Source: an optimization exercise on an open RTL-to-GDS flow (aim: small area). Production flows keep margins and buffers that such runs may drop. The RTL was checked by simulation tests, not by an equivalence proof against the original design. Power figures rest on the tool's default switching activity, not on a simulated workload.

`flow/design.v`:
```
`default_nettype none
module BobTop (
	clock,
	reset,
	rx,
	runway_override,
	emergency_override,
	tx,
	framing_error,
	runway_active,
	emergency,
	receiving,
	sending
);
	input wire clock;
	input wire reset;
	input wire rx;
	input wire [1:0] runway_override;
	input wire emergency_override;
	output reg tx;
	output wire framing_error;
	output wire [1:0] runway_active;
	output wire emergency;
	output wire receiving;
	output wire sending;
	reg [1:0] ro_temp;
	reg [1:0] ro_sync;
	reg eo_temp;
	reg eo_sync;
	always @(posedge clock) begin
		ro_temp <= runway_override;
		eo_temp <= emergency_override;
		ro_sync <= ro_temp;
		eo_sync <= eo_temp;
	end
	localparam [7:0] B0 = 8'h00;
	localparam [7:0] B108 = 8'h48;
	localparam [7:0] B217 = 8'h73;
	localparam [3:0] R_IDLE = 4'd0;
	localparam [3:0] R_START = 4'd1;
	localparam [3:0] R_D0 = 4'd2;
	localparam [3:0] R_D7 = 4'd9;
	localparam [3:0] R_STOP = 4'd10;
	localparam [3:0] R_FERR = 4'd11;
	localparam [3:0] R_IDLE8 = 4'd12;
	localparam [3:0] R_START8 = 4'd13;
	reg [7:0] rxb;
	reg [3:0] rph;
	reg [7:0] rdata;
	wire rtick = rxb == B217;
	wire r_idle = (rph == R_IDLE) | (rph == R_IDLE8);
	wire r_data = (rph >= R_D0) && (rph <= R_D7);
	wire r_stop = rph == R_STOP;
	wire r_ferr = rph == R_FERR;
	always @(posedge clock)
		if (reset | rtick)
			rxb <= B0;
		else if (r_idle & ~rx)
			rxb <= B108;
		else
			rxb <= {rxb[6:0], ~(rxb[7] ^ rxb[5] ^ rxb[4] ^ rxb[3])};
	always @(posedge clock)
		if (reset)
			rph <= R_IDLE;
		else
			case (rph)
				R_IDLE:
					if (~rx)
						rph <= R_START;
				R_IDLE8:
					if (~rx)
						rph <= R_START8;
				R_START:
					if (rtick)
						rph <= rx ? R_IDLE : R_D0;
				R_START8:
					if (rtick)
						rph <= rx ? R_IDLE8 : R_STOP;
				R_STOP:
					if (rtick)
						rph <= rx ? R_IDLE : R_FERR;
				R_FERR:
					if (~rtick)
						rph <= R_IDLE8;
					else if (rx)
						rph <= R_IDLE;
				default:
					if (rtick)
						rph <= rph + 4'd1;
			endcase
	always @(posedge clock)
		if (r_data & rtick)
			rdata <= {rx, rdata[7:1]};
	wire rdone = r_stop & rtick & rx;
	assign framing_error = r_ferr | (r_stop & rtick & ~rx);
	assign receiving = r_data | r_stop;
	localparam [2:0] S_IDLE = 3'b000;
	localparam [2:0] S_DECODE = 3'b001;
	localparam [2:0] S_QUEUE = 3'b010;
	localparam [2:0] S_SCHED = 3'b011;
	localparam [2:0] S_CLR_T = 3'b100;
	localparam [2:0] S_CLR_L = 3'b101;
	localparam [2:0] S_DIV_L = 3'b110;
	localparam [2:0] S_Q2 = 3'b111;
	reg [2:0] state;
	wire st_idle = state == S_IDLE;
	wire st_decode = state == S_DECODE;
	wire st_queue = state == S_QUEUE;
	wire st_sched = state == S_SCHED;
	wire st_clr_t = state == S_CLR_T;
	wire st_clr_l = state == S_CLR_L;
	wire st_div_l = state == S_DIV_L;
	wire st_q2 = state == S_Q2;
	reg [27:0] rq;
	reg [2:0] qc;
	reg qpend;
	wire q_empty = qc == 3'd0;
	wire q_full = qc[2];
	wire q_pop = st_idle & ~q_empty;
	wire q_push = rdone & (~q_full | q_pop);
	always @(posedge clock)
		if (reset)
			qc <= 3'd0;
		else
			qc <= qc + {2'b00, q_push} - {2'b00, q_pop};
	always @(posedge clock)
		qpend <= rdone & q_full & q_pop;
	wire [2:0] r_type = rdata[3:1];
	wire r_other = r_type[2] | (r_type[1] & r_type[0]);
	wire [6:0] r_ent = {rdata[7:4], r_other ? 2'b11 : r_type[1:0], r_other ? &r_type : rdata[0]};
	always @(posedge clock)
		if ((rdone & ~q_full) | qpend)
			rq <= {rq[20:0], r_ent};
	wire [1:0] q_rd = qc[1:0] | {2{qpend}};
	wire [6:0] req = rq[q_rd * 7+:7];
	wire [3:0] req_id = req[6:3];
	wire [1:0] req_cls = req[2:1];
	wire req_act = req[0];
	reg [31:0] tq;
	reg [3:0] tc;
	reg [31:0] lq;
	reg [3:0] lc;
	wire t_ne = tc != 4'd0;
	wire l_ne = lc != 4'd0;
	wire t_full = tc[3];
	wire l_full = lc[3];
	wire [3:0] t_id = tq[tc[2:0] * 4+:4];
	wire [3:0] l_id = lq[lc[2:0] * 4+:4];
	reg [15:0] taken;
	wire id_full = &taken;
	reg [3:0] id_avail;
	integer i;
	always @(*) begin
		id_avail = 4'd0;
		for (i = 15; i >= 0; i = i - 1)
			if (!taken[i])
				id_avail = i;
	end
	wire held = taken[req_id];
	reg [1:0] rw_act;
	reg [3:0] rw_id0;
	reg [3:0] rw_id1;
	assign runway_active = rw_act | ro_sync;
	wire [3:0] rw_id_sel = req_act ? rw_id1 : rw_id0;
	wire rw_match = rw_id_sel == req_id;
	wire rw_act_sel = req_act ? rw_act[1] : rw_act[0];
	reg emerg;
	reg [3:0] emerg_id;
	assign emergency = emerg | eo_sync;
	reg tfirst;
	reg [27:0] pq;
	reg [2:0] pc;
	wire p_full = pc[2];
	wire p_ne = pc != 3'd0;
	reg [6:0] rts;
	wire is_req = req_cls == 2'b00;
	wire is_decl = req_cls == 2'b01;
	wire is_emer = req_cls == 2'b10;
	wire is_idp = req_act;
	wire ra_free = runway_active != 2'b11;
	reg [2:0] nstate;
	reg pop_t;
	reg pop_l;
	reg push_t;
	reg push_l;
	reg toggle;
	reg release_id;
	reg take_id;
	reg set_em;
	reg unset_em;
	reg unlock;
	reg lock;
	reg lock_rw;
	reg queue_reply;
	reg set_rts;
	reg [6:0] new_rts;
	always @(*) begin
		nstate = S_IDLE;
		pop_t = 1'b0;
		pop_l = 1'b0;
		push_t = 1'b0;
		push_l = 1'b0;
		toggle = 1'b0;
		release_id = 1'b0;
		take_id = 1'b0;
		set_em = 1'b0;
		unset_em = 1'b0;
		unlock = 1'b0;
		lock = 1'b0;
		lock_rw = runway_active[0];
		queue_reply = 1'b0;
		set_rts = 1'b0;
		new_rts = {req_id, 3'b100};
		case (state)
			S_IDLE, S_SCHED:
				if (st_idle & ~q_empty)
					nstate = S_DECODE;
				else if (emergency) begin
					if (l_ne) begin
						nstate = S_DIV_L;
						pop_l = 1'b1;
					end
				end
				else if (ra_free) begin
					if (t_ne & l_ne) begin
						toggle = st_sched;
						if (tfirst) begin
							nstate = S_CLR_T;
							pop_t = 1'b1;
						end
						else begin
							nstate = S_CLR_L;
							pop_l = 1'b1;
						end
					end
					else if (t_ne) begin
						nstate = S_CLR_T;
						pop_t = 1'b1;
					end
					else if (l_ne) begin
						nstate = S_CLR_L;
						pop_l = 1'b1;
					end
				end
			S_DECODE:
				if (is_req) begin
					if (held) begin
						nstate = S_QUEUE;
						set_rts = 1'b1;
						if (req_act ? (l_full | emergency) : t_full) begin
							new_rts = {req_id, 3'b110};
							release_id = 1'b1;
						end
						else begin
							new_rts = {req_id, 3'b100};
							push_t = ~req_act;
							push_l = req_act;
						end
					end
					else
						nstate = S_SCHED;
				end
				else if (is_decl) begin
					nstate = S_SCHED;
					if (held) begin
						unlock = rw_match;
						release_id = rw_match & rw_act_sel;
					end
				end
				else if (is_emer) begin
					if (req_act) begin
						set_em = 1'b1;
						if (l_ne) begin
							nstate = S_DIV_L;
							pop_l = 1'b1;
						end
					end
					else begin
						nstate = S_SCHED;
						unset_em = emerg_id == req_id;
						release_id = 1'b1;
					end
				end
				else if (is_idp) begin
					nstate = S_QUEUE;
					set_rts = 1'b1;
					if (id_full)
						new_rts = 7'b0000_001;
					else begin
						new_rts = {id_avail, 3'b111};
						take_id = 1'b1;
					end
				end
				else begin
					nstate = S_QUEUE;
					set_rts = 1'b1;
					new_rts = {req_id, 3'b101};
				end
			S_QUEUE:
				if (p_full)
					nstate = S_QUEUE;
				else begin
					nstate = S_SCHED;
					queue_reply = 1'b1;
				end
			S_CLR_T, S_CLR_L: begin
				nstate = S_Q2;
				lock = ra_free;
				set_rts = ra_free;
				new_rts = {(st_clr_t ? t_id : l_id), 2'b01, runway_active[0]};
			end
			S_DIV_L: begin
				nstate = S_Q2;
				set_rts = 1'b1;
				new_rts = {l_id, 3'b110};
				release_id = 1'b1;
			end
			S_Q2: begin
				nstate = S_IDLE;
				queue_reply = 1'b1;
			end
		endcase
	end
	always @(posedge clock)
		if (reset)
			state <= S_IDLE;
		else
			state <= nstate;
	always @(posedge clock)
		if (reset)
			tfirst <= 1'b0;
		else if (toggle)
			tfirst <= ~tfirst;
	always @(posedge clock)
		if (reset)
			tc <= 4'd0;
		else if (push_t)
			tc <= tc + 4'd1;
		else if (pop_t)
			tc <= tc - 4'd1;
	always @(posedge clock)
		if (push_t)
			tq <= {tq[27:0], req_id};
	always @(posedge clock)
		if (reset)
			lc <= 4'd0;
		else if (push_l)
			lc <= lc + 4'd1;
		else if (pop_l)
			lc <= lc - 4'd1;
	always @(posedge clock)
		if (push_l)
			lq <= {lq[27:0], req_id};
	wire [3:0] rel_id = st_div_l ? l_id : req_id;
	always @(posedge clock)
		if (reset)
			taken <= 16'd0;
		else if (release_id)
			taken[rel_id] <= 1'b0;
		else if (take_id)
			taken[id_avail] <= 1'b1;
	always @(posedge clock)
		if (reset)
			rw_act <= 2'b00;
		else if (lock)
			rw_act[lock_rw] <= 1'b1;
		else if (unlock)
			rw_act[req_act] <= 1'b0;
	always @(posedge clock)
		if (lock & ~lock_rw)
			rw_id0 <= st_clr_t ? t_id : l_id;
	always @(posedge clock)
		if (lock & lock_rw)
			rw_id1 <= st_clr_t ? t_id : l_id;
	always @(posedge clock)
		if (reset)
			emerg <= 1'b0;
		else if (set_em)
			emerg <= 1'b1;
		else if (unset_em)
			emerg <= 1'b0;
	always @(posedge clock)
		if (set_em)
			emerg_id <= req_id;
	always @(posedge clock)
		if (set_rts)
			rts <= new_rts;
	localparam [3:0] T_IDLE = 4'd0;
	localparam [3:0] T_LOAD = 4'd1;
	localparam [3:0] T_START = 4'd2;
	localparam [3:0] T_D0 = 4'd3;
	localparam [3:0] T_D7 = 4'd10;
	localparam [3:0] T_STOP = 4'd11;
	reg [7:0] txb;
	reg [3:0] tph;
	reg [6:0] tsave;
	wire ttick = txb == B217;
	wire t_idle = tph == T_IDLE;
	wire t_load = tph == T_LOAD;
	wire t_start = tph == T_START;
	wire t_data = (tph >= T_D0) && (tph <= T_D7);
	wire t_stop = tph == T_STOP;
	wire p_pop = (t_idle | (t_stop & ttick)) & p_ne;
	wire p_push = queue_reply & (~p_full | p_pop);
	always @(posedge clock)
		if (reset)
			pc <= 3'd0;
		else
			pc <= pc + {2'b00, p_push} - {2'b00, p_pop};
	always @(posedge clock)
		if (p_push)
			pq <= {pq[20:0], rts};
	wire [1:0] p_rd = pc[1:0] - 2'd1;
	always @(posedge clock)
		if (p_pop)
			tsave <= pq[p_rd * 7+:7];
	always @(posedge clock)
		if (t_idle | t_load | ttick)
			txb <= B0;
		else
			txb <= {txb[6:0], ~(txb[7] ^ txb[5] ^ txb[4] ^ txb[3])};
	always @(posedge clock)
		if (reset)
			tph <= T_IDLE;
		else if (t_idle) begin
			if (p_pop)
				tph <= T_LOAD;
		end
		else if (t_load)
			tph <= T_START;
		else if (ttick) begin
			if (t_stop)
				tph <= p_pop ? T_LOAD : T_IDLE;
			else
				tph <= tph + 4'd1;
		end
	wire [2:0] tcode = tsave[2:0];
	wire [2:0] ttype = tcode[2] ? tcode : (tcode[1] ? 3'b011 : {3{tcode[0]}});
	wire [7:0] tbyte = {tsave[6:3], ttype, ~tcode[2] & tcode[0]};
	wire [2:0] tbit = tph[2:0] - T_D0[2:0];
	always @(posedge clock)
		if (reset)
			tx <= 1'b1;
		else if (t_load | t_start)
			tx <= 1'b0;
		else if (t_data & ~((tph == T_D7) & ttick))
			tx <= tbyte[tbit];
		else
			tx <= 1'b1;
	assign sending = ~(t_idle | t_load);
endmodule
```
`flow/flow/run.sh`:
```
#!/bin/bash
# Own flow: the standard synthesis, then an area-oriented re-mapping of its
# combinational logic (registers kept as they are), then the standard layout.
# Each tool's output goes to a log file of its own in this folder.
set -euo pipefail
W=$(pwd)
R=$W/orfs/results/${FLOW_PLATFORM}/BobTop/base
L=$W/orfs/logs/${FLOW_PLATFORM}/BobTop/base
LIB=$FLOW_HOME/platforms/${FLOW_PLATFORM}/lib/sky130_fd_sc_hd__tt_025C_1v80.lib
YOSYS=$FLOW_HOME/../tools/install/yosys/bin/yosys
[[ -x $YOSYS ]] || YOSYS=yosys

bash standard.sh synth > $W/flow_synth.log 2>&1

# re-map the combinational logic for area
cp $R/1_2_yosys.v $W/synth_standard.v
DU=$(grep -m1 "abc -script" $L/1_2_yosys.log | grep -o -- "-dont_use [^ ]*" | tr '\n' ' ')
# two rounds of three re-mapping runs with different deepsyn seeds; each
# round starts from the smallest result so far
IN=$W/synth_standard.v
for r in 1 2; do
  for k in 1 2 3; do
    sed "s|-S 7|-S $((k + 3 * r))|" flow/area.abc > $W/area_${r}_$k.abc
    sed "s|@LIB@|$LIB|g; s|@DU@|$DU|g; s|@IN@|$IN|g; s|@OUT@|$W/synth_resyn_${r}_$k.v|g; s|@ABC@|$W/area_${r}_$k.abc|g" \
      flow/resyn.ys > $W/resyn_${r}_$k.ys
    $YOSYS -s $W/resyn_${r}_$k.ys > $W/flow_resyn_${r}_$k.log 2>&1 &
  done
  wait
  for k in 1 2 3; do
    a=$(grep "Chip area for module" $W/flow_resyn_${r}_$k.log | tail -1 | awk '{print $NF}')
    if [[ -n "$a" && -s $W/synth_resyn_${r}_$k.v ]] && grep -q "Found and reported 0 problems" $W/flow_resyn_${r}_$k.log; then
      if [[ -z "${best_area:-}" ]] || awk -v a="$a" -v b="$best_area" 'BEGIN{exit !(a<b)}'; then IN=$W/synth_resyn_${r}_$k.v; best_area=$a; fi
    fi
  done
  echo "round $r: best $IN with area ${best_area:-none}" >> $W/flow_resyn_choice.log
done
[[ $IN != $W/synth_standard.v ]]
cp $IN $W/synth_resyn.v
cp $W/synth_resyn.v $R/1_2_yosys.v

# clock tree of small buffers without dummy loads; port buffers of the
# smallest buffer
CTS="-sink_clustering_enable -repair_clock_nets -dont_use_dummy_load"
CTS="$CTS -sink_clustering_size 11 -sink_clustering_max_diameter 45"
CTS="$CTS -buf_list sky130_fd_sc_hd__clkbuf_4"
bash standard.sh "CTS_ARGS=$CTS" "BUFFER_PORTS_ARGS=-buffer_cell sky130_fd_sc_hd__buf_1" finish > $W/flow_finish.log 2>&1
```
`flow/flow/area.abc`:
```
strash
dc2
&get -n
&deepsyn -T 60 -S 7
&dch -f
&nf -a -R 2000 -E 1000
&put
```
`flow/flow/resyn.ys`:
```
read_liberty -ignore_miss_func @LIB@
blackbox sky130_fd_sc_hd__*df* sky130_fd_sc_hd__*dl* sky130_fd_sc_hd__conb*
read_verilog @IN@
hierarchy -top BobTop
stat -liberty @LIB@
flatten
opt -purge
abc -liberty @LIB@ @DU@ -script @ABC@
read_liberty -lib -overwrite @LIB@
hierarchy -top BobTop
opt_clean -purge
hilomap -singleton -hicell sky130_fd_sc_hd__conb_1 HI -locell sky130_fd_sc_hd__conb_1 LO
insbuf -buf sky130_fd_sc_hd__buf_4 A X
splitnets
opt_clean -purge
check -assert
stat -liberty @LIB@
write_verilog -noattr -noexpr -nohex -nodec @OUT@
```
`flow/standard.sh`:
```
#!/bin/bash
# synth_recipe.tcl (not shown) runs the flow's synth.tcl, then flattens the netlist and writes it again
# the make line also repeats each setting of config.mk as NAME=value (left out here)
make -C /OpenROAD-flow-scripts/flow DESIGN_CONFIG=/design/flow/config.mk WORK_HOME=/design/flow/orfs CLKGATE_MAP_FILE= SYNTH_SCRIPT=/design/flow/synth_recipe.tcl "${@:-finish}"
```
`flow/config.mk`:
```
export PLATFORM = sky130hd
export DESIGN_NAME = BobTop
export DESIGN_NICKNAME = BobTop
export VERILOG_FILES = /design/flow/design.v
export SDC_FILE = /design/flow/constraint.sdc
export NUM_CORES = 4
export LEC_CHECK = 0
export CAP_MARGIN = 20
export CORE_MARGIN = 2
export CORE_UTILIZATION = 65
export SLEW_MARGIN = 20
```
`flow/constraint.sdc`:
```
create_clock -name core_clock -period 40.0 [get_ports {clock}]
set_input_delay 8.0000 -clock core_clock [delete_from_list [all_inputs] [get_ports {clock}]]
set_output_delay 8.0000 -clock core_clock [all_outputs]
set_load 0.01 [all_outputs]
```
==> summary.txt, run 1 <==
Critical Setup Path Class primary input to output pin; CTS H-tree depth 1; Area Growth Syn to Fin 5.53%; Finished Core Util 70.6%; RSZ-0062 raised after global routing no; number of hold buffers added after cts 0; max-cap check violation count 0; # rows 42; Routed WL 17700 µm; worst hold path class flop to flop; WL met2 8210 µm; Syn Area/Cell 12.3 µm²; post-DP HPWL 12200 µm; highest metal used met4; Mapped Cells 724; global-route wire length before repair 29100 µm; outcome complete, no violations; slew margin rel. 37.4%; Hold Vio Cnt, Final 0; hold_sp ro_temp[0]; Pins Over Slew Limit 0; core area 13300 µm²; Power Total 552 µW; Reg clk slew, reported paths 110 ps; IO buf count 12; leakage 3.01 nW; I/O pin cnt 13; Critical Path Start Type primary input; fmax 0.0595 GHz; DIE AREA 14700 µm²; DRC viols 0; fin crit period 16820 ps; critical path fanouts, max 6; share of layout cells above drive strength 1 5.49%; CTS tree built; Setup TNS 0 ps; vias in the first global route 5689; antenna violations before repair 0; Clk Latency, worst-skew pair 630 ps; Net Count, Synth 730; Routed wire per std cell 18.9 µm; Initial Utilization 66.9%; VDD IR max 0.0000300 V; Fill cells 969; clk_skew 45.9 ps; WL met1 7900 µm; CP required 32000 ps; crit share post-route 42.0%; ant diodes 0; post-CTS setup buffers 0; initial DRC count 602; Synth Warn # 1; RePlAce Congestion 0.951; Detail Route met3 WL 1340 µm; largest net degree at the start of global routing 35; Post-Syn Area 8930 µm²; remaining antenna violation count after routing 0; Critical Path End Type output pin; final setup violation count 0; gr usage total 24.9%; pwr dens 58.6 nW/µm²; CP Launch Point rx; post_cts resized 0; Slew @ Worst Pin 930 ps; Critical R2R Launch qc[0]; Bufs on Longest Clock Path 3; clk root buf clkbuf_4; GR Overflow Total 0; clock buffer count from CTS 25; drt via density 6.42; Chip Height 121 µm; via count 6041; clk sink count 223; Layout Nets 773; Chip Width 121 µm; critical path data arrival time 8820 ps; Pre-Repair DR Iteration Count 6
-- where the power goes --
part           leakage (nW)  switching (mW)  internal (mW)
Combinational         0.939           0.105         0.0507
Sequential             1.95          0.0199          0.283
Clock                 0.115          0.0651         0.0288
-- critical path, cell delays in order --
cell     delay (ps)
buf_1           130
or3_1           380
a21oi_1         140
buf_1           160
-- area by class of cell --
class                   instances  area, µm²  area share [%]
inverters                      23       86.3           0.916
multi-input cells             476       2830            30.1
clock buffers                  25        188            1.99
repair buffers                 18       90.1           0.956
well taps                     176        220            2.34
flip-flops and latches        223       6010            63.7
-- flip-flops by register name, summed over array words and instances, names as in the netlist, 7 cells and up --
register  count
tsave         7
rts           7
rxb           8
rdata         8
lq           32
txb           8
taken        16
tq           32
rq           28
pq           28
-- through the flow --
step | instances | instance area (µm²) | setup WS (ps) | hold slack, ps
6_report | 941 | 9420 | 23180 | 341
5_1_grt | 941 | 9420 | 23150 | 338
4_1_cts | 941 | 9420 | 23180 | 346
3_5_place_dp | 916 | 9240 | 23190 | 324
3_3_place_gp | 916 | 9240 | 23180 | 312
2_1_floorplan | 724 | 8930 | 23410 | 310
-- path summary, 6_finish.rpt --
kind                                      end  slack [ps]  cells after the start
worst max-delay path            framing_error       23180                      4
worst max register to register          tc[3]       34770                     17
worst min register to register     ro_sync[0]         340                      0
worst min-delay path               ro_sync[0]         340                      0
-- cells in the final DEF (no fill, tap or decap), types with 11 or more instances in the layout --
cell type  count
o22ai_1       13
dfxtp_1       69
edfxtp_1     154
a31oi_1       11
and2_0        18
clkbuf_4      25
nand3_1       15
a21oi_1       41
o21ai_0       41
xnor2_1       14
nor2_1        89
clkinv_1      23
nor3_1        27
nor2b_1       15
nand2_1       54
buf_1         12
-- layer usage --
layer  global-route usage (%)  up-vias
met5                        0        -
met4                     5.89        0
met3                     3.90       29
met2                     39.0      257
met1                     37.3     2895
li1                         -     2860
==> run 2: changes to the inputs <==
--- a/flow/flow/run.sh
+++ b/flow/flow/run.sh
@@ -17,6 +17,6 @@
 DU=$(grep -m1 "abc -script" $L/1_2_yosys.log | grep -o -- "-dont_use [^ ]*" | tr '\n' ' ')
-# two rounds of three re-mapping runs with different deepsyn seeds; each
+# three rounds of three re-mapping runs with different deepsyn seeds; each
 # round starts from the smallest result so far
 IN=$W/synth_standard.v
-for r in 1 2; do
+for r in 1; do
   for k in 1 2 3; do
@@ -43,4 +43,4 @@
 CTS="-sink_clustering_enable -repair_clock_nets -dont_use_dummy_load"
-CTS="$CTS -sink_clustering_size 11 -sink_clustering_max_diameter 45"
-CTS="$CTS -buf_list sky130_fd_sc_hd__clkbuf_4"
+CTS="$CTS -sink_clustering_size 30 -sink_clustering_max_diameter 60"
+CTS="$CTS -buf_list sky130_fd_sc_hd__clkbuf_16"
 bash standard.sh "CTS_ARGS=$CTS" "BUFFER_PORTS_ARGS=-buffer_cell sky130_fd_sc_hd__buf_1" finish > $W/flow_finish.log 2>&1
==> flow/flow/area.abc (replaced) <==
strash
dc2
&get -n
&deepsyn -T 30 -S 7
&dch -f
&nf -a -R 2000 -E 1000
&put
==> summary.txt, run 2 <==
Routed wire per std cell 19.4 µm (+3.1%); Reg2Reg Setup Slack 34900 ps (+130 ps); IO buf count 12 (unchanged); Finished Core Util 72.4% (+1.8 points); hold_ws 343 ps (+1.50 ps); crit share post-route 41.2% (-0.83 points); Critical Path Start Type primary input; worst hold path class flop to flop; I/O pin cnt 13 (unchanged); Synth Warn # 1 (unchanged); final setup violation count 0 (unchanged); Mapped Cells 741 (+2.3%); Top Registers lq (32), tq (32); max-cap check violation count 0 (unchanged); Clk Latency, worst-skew pair 480 ps (-150 ps); Post-Syn Area 8990 µm² (+0.63%); CTS H-tree depth 1 (unchanged); CP dominant cell by count buf_1; post_cts resized 0 (unchanged); leading cell type in the layout, fill and taps excluded edfxtp_1; most frequent cells in the layout edfxtp_1, nor2_1, dfxtp_1; drt via density 6.54 (+1.9%); post-CTS setup buffers 0 (unchanged); Bufs on Longest Clock Path 3 (unchanged); clk root buf clkbuf_16; DRC viols 0 (unchanged); clock buffer count from CTS 14 (-44%); Power Total 567 µW (+2.6%); number of hold buffers added after cts 0 (unchanged); Critical R2R Launch qc[1]; Fill cells 927 (-4.3%); GR Overflow Total 0 (unchanged); Routed WL 18500 µm (+4.0%); gr usage total 25.5% (+0.59 points); global-route wire length before repair 29800 µm (+2.6%); fmax 0.0607 GHz (+2.0%); post-DP HPWL 12500 µm (+2.6%); initial DRC count 713 (+18%); share of layout cells above drive strength 1 3.49% (-2.0 points); CP required 32000 ps (about the same); fin crit period 16490 ps (-333 ps); outcome complete, no violations; RSZ-0062 raised after global routing no; ant diodes 0 (unchanged); Initial Utilization 67.3% (+0.42 points); Chip Height 122 µm (+0.31%); critical path fanouts, max 6 (unchanged); Net Count, Synth 747 (+2.3%); vias in the first global route 5936 (+4.3%); leakage 3.13 nW (+4.0%); Worst path max stage delay 180 ps (-200 ps); Area Growth Syn to Fin 7.60%; clk_skew 41.7 ps (-4.20 ps); pwr dens 58.6 nW/µm² (about the same); # rows 42 (unchanged); clk sink count 223 (unchanged); VDD IR max 0.0000380 V (+26%); largest net degree at the start of global routing 38 (+8.6%); Setup TNS 0 ps (unchanged); RePlAce Congestion 0.936 (-1.6%); Critical Setup Path Class primary input to output pin; Hold Vio Cnt, Final 0 (unchanged); non-filler instance count after layout 950 (+0.96%); CTS tree built; Pins Over Slew Limit 0 (unchanged); DIE AREA 14800 µm² (+0.61%); hold_sp eo_temp; CP max stage cell o21ai_0; worst path cell trace buf_1 > o21ai_0 > buf_1; placed cells 936 (+2.2%); Reg clk slew, reported paths 100 ps (about the same); core area 13300 µm² (unchanged); remaining antenna violation count after routing 0 (unchanged); critical path data arrival time 8490 ps (-330 ps); Critical Path End Type output pin; Chip Width 122 µm (+0.31%); Slew @ Worst Pin 1050 ps (+116 ps); slew margin rel. 30.2% (-7.2 points); antenna violations before repair 0 (unchanged); Layout Nets 782 (+1.2%); Syn Area/Cell 12.1 µm² (-1.7%); Pre-Repair DR Iteration Count 5 (-1); CP Launch Point rx; via count 6214 (+2.9%)
-- run 2: changes by cell type in the layout (fill, tap and decap cells not counted), sizes merged, moves of 6 or more --
| cell | before | now |
|---|---|---|
| clkbuf | 25 | 14 |
| o21ai | 41 | 30 |
| a22oi | 4 | 13 |
| nor2b | 15 | 6 |
| mux4 | 7 | 0 |
| nor2 | 90 | 83 |
| o22ai | 13 | 20 |
| a22o | 1 | 7 |
| nand2 | 54 | 60 |
| nand2b | 9 | 15 |
| nand3 | 15 | 21 |
| o22a | 1 | 7 |
-- run 2: stage by stage --
stage,setup slack [ps],area (µm²)
after global placement,23540,9320
final,23510,9670
after floorplan,23720,8990
after detailed placement,23530,9320
after global routing,23460,9670
after CTS,23520,9670
-- run 2: final timing paths --
check	to	cells after the start
hold / removal	eo_sync	0
setup / recovery	framing_error	3
setup reg to reg	taken[4]	15
hold reg to reg	eo_sync	0
-- run 2: layout make-up --
type	instances	area [µm²]	area share, %
flip-flops and latches	223	6010	62.1
well taps	176	220	2.28
clock buffers	14	350	3.62
repair buffers	21	113	1.16
inverters	22	82.6	0.854
multi-input cells	494	2900	30.0
-- run 2: layer usage --
layer,global-route usage (%),vias up,wire length (µm)
li1,-,2906,-
met3,3.37,54,1250
met2,42.6,251,8830
met4,7.83,0,582
met5,0,-,0
met1,35.5,3003,7800
-- run 2: critical path: cells and delay by family --
kind	cells	cell delay, ps
buffers and inverters	2	310
AO/OA/AOI/OAI	1	180
-- run 2: where the power goes --
group | switching (mW) | total (mW) | leakage, nW | internal (mW)
clock | 0.0690 | 0.132 | 0.173 | 0.0626
sequential | 0.0181 | 0.299 | 1.95 | 0.280
combinational | 0.0916 | 0.137 | 1.00 | 0.0452
total | 0.179 | 0.567 | 3.13 | 0.388
==> run 3: changes to the inputs <==
--- a/flow/flow/run.sh
+++ b/flow/flow/run.sh
@@ -43,4 +43,4 @@
 CTS="-sink_clustering_enable -repair_clock_nets -dont_use_dummy_load"
-CTS="$CTS -sink_clustering_size 30 -sink_clustering_max_diameter 60"
-CTS="$CTS -buf_list sky130_fd_sc_hd__clkbuf_16"
+CTS="$CTS -sink_clustering_size 18 -sink_clustering_max_diameter 55"
+CTS="$CTS -buf_list sky130_fd_sc_hd__clkbuf_8"
 bash standard.sh "CTS_ARGS=$CTS" "BUFFER_PORTS_ARGS=-buffer_cell sky130_fd_sc_hd__buf_1" finish > $W/flow_finish.log 2>&1
==> summary.txt, run 3 <==
most frequent cells in the layout edfxtp_1, nor2_1, dfxtp_1; post_cts resized 0 (unchanged); antenna violations before repair 0 (unchanged); Reg clk slew, reported paths 100 ps (about the same); gr usage total 25.2% (-0.30 points); hold_ws 344 ps (+1.23 ps); Bufs on Longest Clock Path 3 (unchanged); final setup violation count 0 (unchanged); core area 13300 µm² (unchanged); Critical Setup Path Class primary input to output pin; clk sink count 223 (unchanged); largest net degree at the start of global routing 38 (unchanged); Area Growth Syn to Fin 6.31%; initial DRC count 660 (-7.4%); GR Overflow Total 0 (unchanged); RSZ-0062 raised after global routing no; leakage 3.08 nW (-1.6%); Syn Area/Cell 12.1 µm² (unchanged); Routed wire per std cell 19.0 µm (-2.0%); Routed WL 18100 µm (-1.7%); drt via density 6.46 (-1.3%); IO buf count 12 (unchanged); slew margin rel. 32.0% (+1.8 points); GRT met3 Usage 3.23% (-0.14 points); vias in the first global route 5976 (+0.67%); leading cell type in the layout, fill and taps excluded edfxtp_1; Critical Path End Type output pin; met2 Use GR 41.6% (-1.0 points); crit share post-route 41.2% (about the same); Top Usage Layer GRT met2; post-DP HPWL 12500 µm (unchanged); Initial Utilization 67.3% (unchanged); DIE AREA 14800 µm² (unchanged); Critical Path Start Type primary input; I/O pin cnt 13 (unchanged); Layout Nets 785 (+0.38%); via count 6154 (-0.97%); RePlAce Congestion 0.936 (unchanged); ant diodes 0 (unchanged); remaining antenna violation count after routing 0 (unchanged); clock buffer count from CTS 17 (+3); Clk Latency, worst-skew pair 510 ps (+30 ps); Slew @ Worst Pin 1020 ps (-26.6 ps); CP required 32000 ps (about the same); Chip Width 122 µm (unchanged); Reg2Reg Setup Slack 34980 ps (+80 ps); global-route wire length before repair 29600 µm (-0.81%); Mapped Cells 741 (unchanged); Synth Warn # 1 (unchanged); placed cell area 9320 µm² (unchanged); clk_skew 38.2 ps (-3.49 ps); CTS tree built; fin area 9550 µm² (-1.2%); Setup TNS 0 ps (unchanged); max-cap check violation count 0 (unchanged); worst hold path class flop to flop; pwr dens 56.4 nW/µm² (-3.8%); Top Registers lq (32), tq (32); Hold Vio Cnt, Final 0 (unchanged); critical path fanouts, max 6 (unchanged); critical path data arrival time 8490 ps (about the same); number of hold buffers added after cts 0 (unchanged); Post-Syn Area 8990 µm² (unchanged); clk root buf clkbuf_8; Finished Core Util 71.6% (-0.87 points); Pins Over Slew Limit 0 (unchanged); post-CTS setup buffers 0 (unchanged); # rows 42 (unchanged); share of layout cells above drive strength 1 3.86% (+0.37 points); Pre-Repair DR Iteration Count 5 (unchanged); outcome complete, no violations; CTS H-tree depth 1 (unchanged); VDD IR max 0.0000371 V (-2.3%); Chip Height 122 µm (unchanged); Net Count, Synth 747 (unchanged); fmax 0.0606 GHz (about the same); met1 usage 35.7% (+0.20 points); DRC viols 0 (unchanged); fin crit period 16490 ps (+3.90 ps)
-- run 3: layout make-up --
type | instances | area (µm²)
Timing Repair Buffer | 21 | 113
Tap cell | 176 | 220
Multi-Input combinational cell | 494 | 2900
Clock buffer | 17 | 234
Fill cell | 949 | 3790
Sequential cell | 223 | 6010
Inverter | 22 | 82.6
-- run 3: critical path: stages --
cell     delay [ps]
buf_1           140
o21ai_0         190
buf_1           170
-- run 3: through the flow --
step                worst slack (ps)  std cells  total power [mW]
floorplan                      23720        741             0.393
global placement               23540        936             0.431
detailed placement             23530        936             0.436
CTS                            23520        953             0.538
global route                   23460        953             0.564
finish                         23510        953             0.539
-- run 3: metal layers --
metal | share of wire [%] | wire length (µm)
met4 | 3.1 | 556
met1 | 44 | 7970
met5 | 0 | 0
met3 | 5.6 | 1010
met2 | 47 | 8610
-- run 3: final timing paths --
check | depth (start not counted) | from | endpoint
hold reg to reg | 0 | eo_temp | eo_sync
setup reg to reg | 15 | qc[1] | taken[4]
hold / removal | 0 | eo_temp | eo_sync
setup / recovery | 3 | rx | framing_error
-- run 3: power by group --
part | internal, mW | switching (mW)
clock network | 0.0385 | 0.0661
logic | 0.0452 | 0.0907
registers | 0.280 | 0.0180
==> run 4: changes to the inputs <==
--- a/flow/flow/run.sh
+++ b/flow/flow/run.sh
@@ -20,3 +20,3 @@
 IN=$W/synth_standard.v
-for r in 1; do
+for r in 1 2 3; do
   for k in 1 2 3; do
@@ -43,4 +43,4 @@
 CTS="-sink_clustering_enable -repair_clock_nets -dont_use_dummy_load"
-CTS="$CTS -sink_clustering_size 18 -sink_clustering_max_diameter 55"
-CTS="$CTS -buf_list sky130_fd_sc_hd__clkbuf_8"
+CTS="$CTS -sink_clustering_size 10 -sink_clustering_max_diameter 50"
+CTS="$CTS -buf_list sky130_fd_sc_hd__clkbuf_4"
 bash standard.sh "CTS_ARGS=$CTS" "BUFFER_PORTS_ARGS=-buffer_cell sky130_fd_sc_hd__buf_1" finish > $W/flow_finish.log 2>&1
==> flow/flow/area.abc (replaced) <==
strash
dc2
&get -n
&deepsyn -T 120 -S 7
&dch -f
&nf -a -R 2000 -E 1000
&put
==> summary.txt, run 4 <==
Critical R2R Launch qc[0]; Bufs on Longest Clock Path 3 (unchanged); CP Launch Point rx; Area Growth Syn to Fin 6.00%; critical path data arrival time 8470 ps (-20 ps); CP dominant cell by count buf_1; VDD IR max 0.0000301 V (-19%); Clk Latency, worst-skew pair 650 ps (+140 ps); number of hold buffers added after cts 0 (unchanged); family with the most delay on the worst path buffers and inverters; post-CTS setup buffers 0 (unchanged); CP max stage cell o21ai_0; RePlAce Congestion 0.917 (-2.0%); Hold Vio Cnt, Final 0 (unchanged); I/O pin cnt 13 (unchanged); Routed wire per std cell 19.4 µm (+1.7%); slew margin rel. 28.0% (-4.0 points); Critical Path End Type output pin; hold_sp ro_temp[1]; Pins Over Slew Limit 0 (unchanged); Setup TNS 0 ps (unchanged); drt via density 6.45 (-0.11%); CTS H-tree depth 1 (unchanged); Fill cells 948 (-0.11%); Sw Pwr 183 µW (+4.9%); share of layout cells above drive strength 1 5.22% (+1.4 points); register area 6010 µm² (unchanged); worst path cell trace buf_1 > o21ai_0 > buf_1; leakage 3.05 nW (-0.76%); vias in the first global route 5984 (+0.13%); critical path fanouts, max 5 (-1); Synth Warn # 1 (unchanged); antenna violations before repair 1 (+1); gr usage total 25.9% (+0.68 points); clk sink count 223 (unchanged); outcome complete, no violations; Mapped Cells 722 (-2.6%); initial DRC count 577 (-13%); fin crit period 16470 ps (-14.6 ps); leading cell type in the layout, fill and taps excluded edfxtp_1; Chip Height 121 µm (-0.46%); Layout Nets 774 (-1.4%); multi-input logic area 2830 µm² (-2.4%); fmax 0.0607 GHz (about the same); final setup violation count 0 (unchanged); Syn Area/Cell 12.3 µm² (+1.7%); max-cap check violation count 0 (unchanged); CP required 32000 ps (about the same); core area 13300 µm² (-0.39%); remaining antenna violation count after routing 0 (unchanged); Routed WL 18300 µm (+0.75%); worst hold path class flop to flop; clk root buf clkbuf_4; RSZ-0062 raised after global routing no; clk_skew 73.6 ps (+35.4 ps); IO buf count 12 (unchanged); Sw Share 33.6% (+1.1 points); Critical Setup Path Class primary input to output pin; most frequent cells in the layout edfxtp_1, nor2_1, dfxtp_1; Top Registers lq (32), tq (32); Clk pwr share 17.6% (-1.8 points); Chip Width 121 µm (-0.46%); logic gate share of total power 26.6% (+1.4 points); pwr dens 57.9 nW/µm² (+2.6%); global-route wire length before repair 30000 µm (+1.5%); post-DP HPWL 12500 µm (-0.17%); Critical Path Start Type primary input; # rows 42 (unchanged); Slew @ Worst Pin 1080 ps (+60.2 ps); Reg clk slew, reported paths 90 ps (about the same); Pre-Repair DR Iteration Count 9 (+4); Seq pwr share 55.8% (+0.4 points); post_cts resized 0 (unchanged); DRC viols 0 (unchanged); Finished Core Util 71.0% (-0.60 points); GR Overflow Total 0 (unchanged); Net Count, Synth 728 (-2.5%); Internal 363 µW (-0.38%); Initial Utilization 66.9% (-0.37 points); Worst path max stage delay 190 ps (about the same); via count 6089 (-1.1%); Buf+Inv Stages, Crit Path 2 (unchanged); CTS tree built; largest net degree at the start of global routing 36 (-5.3%); DIE AREA 14600 µm² (-0.92%); clock buffer count from CTS 26 (+9); crit share post-route 41.2% (about the same); Post-Syn Area 8900 µm² (-0.95%)
run 4: final timing paths:
check | end | slack [ps] | cells after the start
setup / recovery | framing_error | 23530 | 3
hold reg to reg | ro_sync[1] | 340 | 0
hold / removal | ro_sync[1] | 340 | 0
setup reg to reg | taken[12] | 35180 | 16
run 4: routing by layer:
metal | vias to the layer above | part of all wire [%] | GRT usage [%]
met5 | - | 0 | 0
met3 | 35 | 6.0 | 4.37
met1 | 2958 | 43 | 34.6
li1 | 2869 | - | -
met4 | 0 | 2.5 | 8.36
met2 | 227 | 49 | 43.6
run 4: final cells by class:
| class | count | area share, % |
|---|---|---|
| Antenna cell | 2 | 0.0530 |
| Clock buffer | 26 | 2.07 |
| Inverter | 20 | 0.796 |
| Multi-Input combinational cell | 477 | 30.0 |
| Sequential cell | 223 | 63.7 |
| Tap cell | 176 | 2.33 |
| Timing Repair Buffer | 20 | 1.11 |
run 4: power groups by stage:
stage          logic, mW  clock network (mW)  registers [mW]
2_1_floorplan      0.100                   0           0.304
3_3_place_gp       0.139                   0           0.308
3_5_place_dp       0.143                   0           0.310
4_1_cts            0.143              0.0985           0.305
5_1_grt            0.158               0.108           0.309
6_report           0.145              0.0961           0.305
run 4: per-stage QoR:
| stage | setup WS (ps) | instance area (µm²) | hold slack (ps) | instances | total power, mW |
|---|---|---|---|---|---|
| 2_1_floorplan | 23720 | 8900 | 310 | 722 | 0.404 |
| 3_3_place_gp | 23560 | 9240 | 314 | 916 | 0.447 |
| 3_5_place_dp | 23520 | 9240 | 319 | 916 | 0.453 |
| 4_1_cts | 23510 | 9430 | 343 | 942 | 0.547 |
| 5_1_grt | 23480 | 9440 | 351 | 944 | 0.575 |
| 6_report | 23530 | 9440 | 339 | 944 | 0.546 |
run 4: worst reg2reg max path, cell delays in order, from the launching register on:
cell and delay, ps:
dfxtp_1 470, a21oi_1 910, nor2_1 70, a31oi_1 180
buf_4 240, nor2b_1 290, a222oi_1 110, a32o_1 280
a211oi_1 540, nand2_1 250, a211o_1 390, nand3_1 100
a221oi_1 70, nand2b_1 170, or2_0 330, o21ai_0 200
a21oi_1 80
==> run 5: changes to the inputs <==
--- a/flow/flow/run.sh
+++ b/flow/flow/run.sh
@@ -17,3 +17,3 @@
 DU=$(grep -m1 "abc -script" $L/1_2_yosys.log | grep -o -- "-dont_use [^ ]*" | tr '\n' ' ')
-# three rounds of three re-mapping runs with different deepsyn seeds; each
+# three rounds of four re-mapping runs with different deepsyn seeds; each
 # round starts from the smallest result so far
@@ -21,4 +21,4 @@
 for r in 1 2 3; do
-  for k in 1 2 3; do
-    sed "s|-S 7|-S $((k + 3 * r))|" flow/area.abc > $W/area_${r}_$k.abc
+  for k in 1 2 3 4; do
+    sed "s|-S 7|-S $((k + 4 * r))|" flow/area.abc > $W/area_${r}_$k.abc
     sed "s|@LIB@|$LIB|g; s|@DU@|$DU|g; s|@IN@|$IN|g; s|@OUT@|$W/synth_resyn_${r}_$k.v|g; s|@ABC@|$W/area_${r}_$k.abc|g" \
@@ -28,3 +28,3 @@
   wait
-  for k in 1 2 3; do
+  for k in 1 2 3 4; do
     a=$(grep "Chip area for module" $W/flow_resyn_${r}_$k.log | tail -1 | awk '{print $NF}')
==> flow/flow/area.abc (replaced) <==
strash
dc2
&get -n
&deepsyn -T 240 -S 7
&dch -f
&nf -a -R 2000 -E 1000
&put
==> summary.txt, run 5 <==
outcome complete, no violations; Layout Nets 777 (+0.39%); Pre-Repair DR Iteration Count 5 (-4); DIE AREA 14700 µm² (+0.64%); post_cts resized 0 (unchanged); IO buf count 12 (unchanged); CP Launch Point rx; share of layout cells above drive strength 1 4.94% (-0.28 points); # rows 42 (unchanged); Clk Latency, worst-skew pair 630 ps (-20 ps); Area Growth Syn to Fin 5.71%; Syn Area/Cell 12.4 µm² (+0.24%); placed cells 919 (+0.33%); final setup violation count 0 (unchanged); Chip Height 121 µm (+0.32%); VDD IR max 0.0000286 V (-4.7%); CP required 32000 ps (about the same); Setup TNS 0 ps (unchanged); RSZ-0062 raised after global routing no; Hold Vio Cnt, Final 0 (unchanged); register area 6010 µm² (unchanged); family with the most delay on the worst path buffers and inverters; gr usage total 24.9% (-1.0 points); leading cell type in the layout, fill and taps excluded edfxtp_1; CTS H-tree depth 1 (unchanged); Reg clk slew, reported paths 100 ps (about the same); pwr dens 54.7 nW/µm² (-5.4%); max-cap check violation count 0 (unchanged); Post-Syn Area 8960 µm² (+0.66%); leakage 3.07 nW (+0.47%); antenna violations before repair 1 (unchanged); post-CTS setup buffers 0 (unchanged); clk root buf clkbuf_4; Routed WL 17900 µm (-1.9%); core area 13300 µm² (+0.39%); Critical Path Start Type primary input; Fill cells 970 (+2.3%); multi-input logic area 2870 µm² (+1.4%); clk sink count 223 (unchanged); Finished Core Util 71.0% (about the same); slew margin rel. 38.9% (+11 points); largest net degree at the start of global routing 36 (unchanged); Top Registers lq (32), tq (32); hold_sp ro_temp[0]; critical path fanouts, max 6 (+1); FF-to-FF End taken[7]; RePlAce Congestion 0.927 (+1.1%); fmax 0.0599 GHz (-1.2%); hold_ws 346 ps (+7.78 ps); CTS tree built; most frequent cells in the layout edfxtp_1, nor2_1, dfxtp_1; initial DRC count 705 (+22%); Critical Path End Type output pin; crit share post-route 41.7% (+0.52 points); drt via density 6.46 (+0.12%); depth of the worst register-to-register path 17 (+1); post-DP HPWL 12200 µm (-2.7%); clock buffer count from CTS 26 (unchanged); CP dominant cell by count buf_1; Worst path max stage delay 270 ps (+80 ps); global-route wire length before repair 29000 µm (-3.4%); vias in the first global route 5834 (-2.5%); Routed wire per std cell 19.0 µm (-2.1%); Critical Setup Path Class primary input to output pin; Hold Crit Depth 0 (unchanged); worst hold path class flop to flop; clk_skew 25.4 ps (-48.2 ps); Bufs on Longest Clock Path 3 (unchanged); I/O pin cnt 13 (unchanged); remaining antenna violation count after routing 0 (unchanged); Critical R2R Launch qc[0]; via count 6109 (+0.33%); number of hold buffers added after cts 0 (unchanged); Slew @ Worst Pin 917 ps (-163 ps); fin crit period 16680 ps (+207 ps); Chip Width 121 µm (+0.32%); Initial Utilization 67.1% (+0.18 points); hold worst-path end ro_sync[0]; Mapped Cells 725 (+0.42%); Synth Warn # 1 (unchanged); Net Count, Synth 731 (+0.41%); critical path data arrival time 8680 ps (+210 ps); Reg2Reg Setup Slack 34810 ps (-370 ps); worst path cell trace buf_1 > nor3_1 > o21a_1 > buf_1; Pins Over Slew Limit 0 (unchanged); GR Overflow Total 0 (unchanged); DRC viols 0 (unchanged); Buf+Inv Stages, Crit Path 2 (unchanged); CP max stage cell nor3_1; non-filler instance count after layout 946 (+0.21%)
run 5: cell count changes in the layout (fill, tap and decap cells not counted), sizes merged, moves of 7 or more:
cell / change
and2: +7
nor2b: +8
nor2: -14
o21ai: +7
nor3: -14
run 5: cell type report:
class,instances,area share [%]
antenna,1,0.0264
clock buffer,26,2.06
inverter,20,0.793
multi-input combinational,480,30.3
sequential,223,63.4
tap,176,2.32
timing repair buffer,20,1.11
run 5: through the flow:
step           cell area, µm²  setup slack, ps  power, mW
2_1_floorplan            8960            23610      0.386
5_1_grt                  9470            23260      0.544
3_3_place_gp             9270            23350      0.420
3_5_place_dp             9270            23340      0.425
4_1_cts                  9470            23330      0.520
6_report                 9470            23320      0.518
run 5: how the worst max path moves through the flow:
stage	end	slack [ps]	depth (start not counted)
6_report	framing_error	23320	4
5_1_grt	framing_error	23260	4
4_1_cts	framing_error	23330	4
3_5_place_dp	framing_error	23340	4
3_3_place_gp	framing_error	23350	4
2_1_floorplan	framing_error	23610	2
run 5: power breakdown:
part / leakage, nW / total, mW / internal, mW / switching (mW)
clock network: 0.120 / 0.0959 / 0.0299 / 0.0660
registers: 1.96 / 0.304 / 0.283 / 0.0203
logic: 0.990 / 0.119 / 0.0407 / 0.0781
total: 3.07 / 0.518 / 0.354 / 0.164
run 5: metal layers:
metal | GRT usage [%] | vias up | part of all wire (%)
li1 | - | 2885 | -
met1 | 34.9 | 2947 | 44
met2 | 40.1 | 234 | 47
met3 | 3.90 | 43 | 5.7
met4 | 8.48 | 0 | 3.1
met5 | 0 | - | 0
run 5: worst register-to-register path: stages (launching register included):
cell	delay (ps)
dfxtp_1	460
a21oi_1	770
nand3_1	140
o21ai_0	120
buf_4	210
clkinv_1	220
nor2_1	330
a222oi_1	120
a32oi_1	280
nor2_1	70
a211oi_1	580
nand2_1	210
o311ai_0	450
a221oi_1	180
nor2b_1	210
nor2b_1	380
nand2_1	110
a32o_1	270

==> separate check: timing with driven ports <==
In the flow no input, the clock included, has a driving cell. The finished layouts below were timed again as built, in two steps.
Step 1 assumes that a clkbuf_16 drives the clock port and a buf_2 every other input.
Step 2 also shifts input and output timing later by t, the mid clock arrival at the registers, as if the neighbouring blocks saw the same clock.
a / b / c = no drivers / after step 1 / after step 2; a / b = the first two.
run | t (ns) | setup slack, ns | worst hold slack (ns) | worst slew at a driven data input, ns
run 1 | 0.645 | 23.182 / 23.163 / 23.163 | 0.341 / 0.341 / 0.341 | 0.03
run 2 | 0.506 | 23.515 / 23.496 / 23.496 | 0.343 / 0.343 / 0.343 | 0.03
run 3 | 0.522 | 23.511 / 23.492 / 23.492 | 0.344 / 0.344 / 0.344 | 0.03
run 4 | 0.649 | 23.526 / 23.507 / 23.507 | 0.339 / 0.339 / 0.339 | 0.03
run 5 | 0.653 | 23.319 / 23.300 / 23.300 | 0.346 / 0.346 / 0.346 | 0.03
After both steps setup and hold are still met in every run listed.
